This is an optimization exercise on Yosys and OpenROAD, whose aim is small area, not a production implementation.
Function was checked by simulation only, so behaviour that the tests miss may differ from the original.
No activity file was given, so power comes from the tool's default toggle rates.

// Car_Alarm_System_S
module Car_Alarm_System_S (
input Brake_depressed_switch , Hidden_switch , Ignition_switch , Driver_door , Passenger_door ,Clock, System_reset,
output Fuel_pump_power , Siren , Status_indicator
);
==> flow/config.mk <==
export PLATFORM = sky130hd
export DESIGN_NAME = Car_Alarm_System_S
export DESIGN_NICKNAME = Car_Alarm_System_S
export VERILOG_FILES = /design/flow/design.v
export SDC_FILE = /design/flow/constraint.sdc
export NUM_CORES = 4
export LEC_CHECK = 0
export ABC_AREA = 1
export CAP_MARGIN = 20
export CORE_MARGIN = 2
export CORE_UTILIZATION = 40
export SLEW_MARGIN = 20
==> flow/constraint.sdc <==
create_clock -name core_clock -period 10.0 [get_ports {Clock}]
set_input_delay 2.0000 -clock core_clock [delete_from_list [all_inputs] [get_ports {Clock}]]
set_output_delay 2.0000 -clock core_clock [all_outputs]
set_load 0.01 [all_outputs]
run.sh (not shown) runs the stock make flow with config.mk's settings and CLKGATE_MAP_FILE= SYNTH_SCRIPT=/design/flow/synth_recipe.tcl, a recipe that flattens the netlist after the stock synthesis.
Change:
Settings changed: CORE_UTILIZATION 40 to 75.
Result: Global-route usage came out higher by 14 points. Design area came out lower by 1.6%. Non-clock buffer count does not change. Via count came out higher by 6.5%. Clock power came out higher by about 3%. Sequential share of layout area came out higher by 0.92 points. Total power came out higher by 1.7%. Sequential cell count stays the same.
Change:
==> flow/flow/run.sh (new file) <==
#!/bin/bash
# Standard ORFS layout with a leaner clock tree (no dummy loads, clkbuf_8 sink
# buffers) and minimum-size port buffers. Synthesis is the standard one.
set -euo pipefail
export CTS_ARGS="-sink_clustering_enable -repair_clock_nets -dont_use_dummy_load -buf_list sky130_fd_sc_hd__clkbuf_8 -sink_clustering_size 30 -sink_clustering_max_diameter 150"
export BUFFER_PORTS_ARGS="-buffer_cell sky130_fd_sc_hd__buf_1"
bash standard.sh finish > standard_make.log 2>&1
==> flow/standard.sh (new file) <==
#!/bin/bash
# synth_recipe.tcl (not shown) runs the flow's synth.tcl, then flattens the netlist and writes it again
# the make line also repeats each setting of config.mk as NAME=value (left out here)
make -C /OpenROAD-flow-scripts/flow DESIGN_CONFIG=/design/flow/config.mk WORK_HOME=/design/flow/orfs CLKGATE_MAP_FILE= SYNTH_SCRIPT=/design/flow/synth_recipe.tcl "${@:-finish}"
Settings changed: ABC_AREA 1 to default, CORE_UTILIZATION 75 to 70.
removed: flow/run.sh
- clock skew goes up by 0.019 ns
- setup slack gains 0.53 ns
- hold slack got worse by 0.0091 ns
- via count went down by 12%
- sequential share of layout area goes up by 4.5 points
Change:
==> flow/run.sh (new file) <==
#!/bin/bash
# synth_recipe.tcl (not shown) runs the flow's synth.tcl, then flattens the netlist and writes it again
# the make line also repeats each setting of config.mk as NAME=value (left out here)
make -C /OpenROAD-flow-scripts/flow DESIGN_CONFIG=/design/flow/config.mk WORK_HOME=/design/flow/orfs CLKGATE_MAP_FILE= SYNTH_SCRIPT=/design/flow/synth_recipe.tcl finish
Settings changed: CORE_UTILIZATION 70 to 40.
removed: flow/flow/run.sh
removed: flow/standard.sh
Outcome:
- power came out higher by 9.3%
- setup slack loses 0.42 ns
- cell area came out higher by 5.5%
- clock-buffer cell count came out higher by 1
- non-clock buffer count does not change
- sequential share of layout area came out lower by 3.1 points
- hold slack hardly moves
- combinational power came out higher by about 4%
Change:
Settings changed: GPL_TIMING_DRIVEN from default to 0.
Worst setup slack is better by 0.019 ns.
Hold slack barely changes.
Synthesized area stays the same.
Synthesized cell count does not change.
Clock skew goes down by 0.0042 ns.
Change:
==> flow/flow/run.sh (new file) <==
#!/bin/bash
# Standard ORFS layout with a leaner clock tree (no dummy loads, clkbuf_8 sink
# buffers) and minimum-size port buffers. Synthesis is the standard one.
set -euo pipefail
export CTS_ARGS="-sink_clustering_enable -repair_clock_nets -dont_use_dummy_load -buf_list sky130_fd_sc_hd__clkbuf_8"
export BUFFER_PORTS_ARGS="-buffer_cell sky130_fd_sc_hd__buf_1"
bash standard.sh finish > standard_make.log 2>&1
==> flow/standard.sh (new file) <==
#!/bin/bash
# synth_recipe.tcl (not shown) runs the flow's synth.tcl, then flattens the netlist and writes it again
# the make line also repeats each setting of config.mk as NAME=value (left out here)
make -C /OpenROAD-flow-scripts/flow DESIGN_CONFIG=/design/flow/config.mk WORK_HOME=/design/flow/orfs CLKGATE_MAP_FILE= SYNTH_SCRIPT=/design/flow/synth_recipe.tcl "${@:-finish}"
removed: flow/run.sh
The new run passed the timing, design-rule and antenna checks; flip-flop and latch count stays the same; power shrinks by a little under a tenth; non-clock buffer count is unchanged; area after synthesis does not change; synthesized cell count stays the same; register-to-register slack degrades by 0.06 ns; setup slack improves by 0.40 ns.

[afterwards: timing with drivers on the ports]
The flow's constraints put no driver on any port. The routed layouts listed below were extracted and timed again, unchanged, in two steps. Step 1, drivers: a clkbuf_16 drives Clock and a buf_2 each remaining input, both assumed. Step 2, shift: input delay + t, output delay - t, t = (earliest + latest rising clock arrival at the registers) / 2. This alone moves slack from input paths to output paths. Slacks: ideal ports / drivers / drivers and shift; pairs: ideal ports / drivers.
run	t, ns	setup slack, ns	worst setup path at the end	clock arrival spread, ns	worst slew at a driven data input, ns
the first run	0.385	6.152 / 6.122 / 6.474	input to register	0.015 / 0.015	0.03
the second run	0.392	6.090 / 6.063 / 6.439	input to register	0.011 / 0.012	0.04
the third run	0.370	6.624 / 6.595 / 6.791	input to register	0.029 / 0.029	0.03
the fourth run	0.379	6.208 / 6.180 / 6.457	input to register	0.012 / 0.012	0.03
the fifth run	0.377	6.227 / 6.199 / 6.369	input to register	0.008 / 0.009	0.03
the sixth run	0.369	6.625 / 6.596 / 6.754	input to register	0.029 / 0.029	0.03
After both steps setup and hold are still met in every run listed.
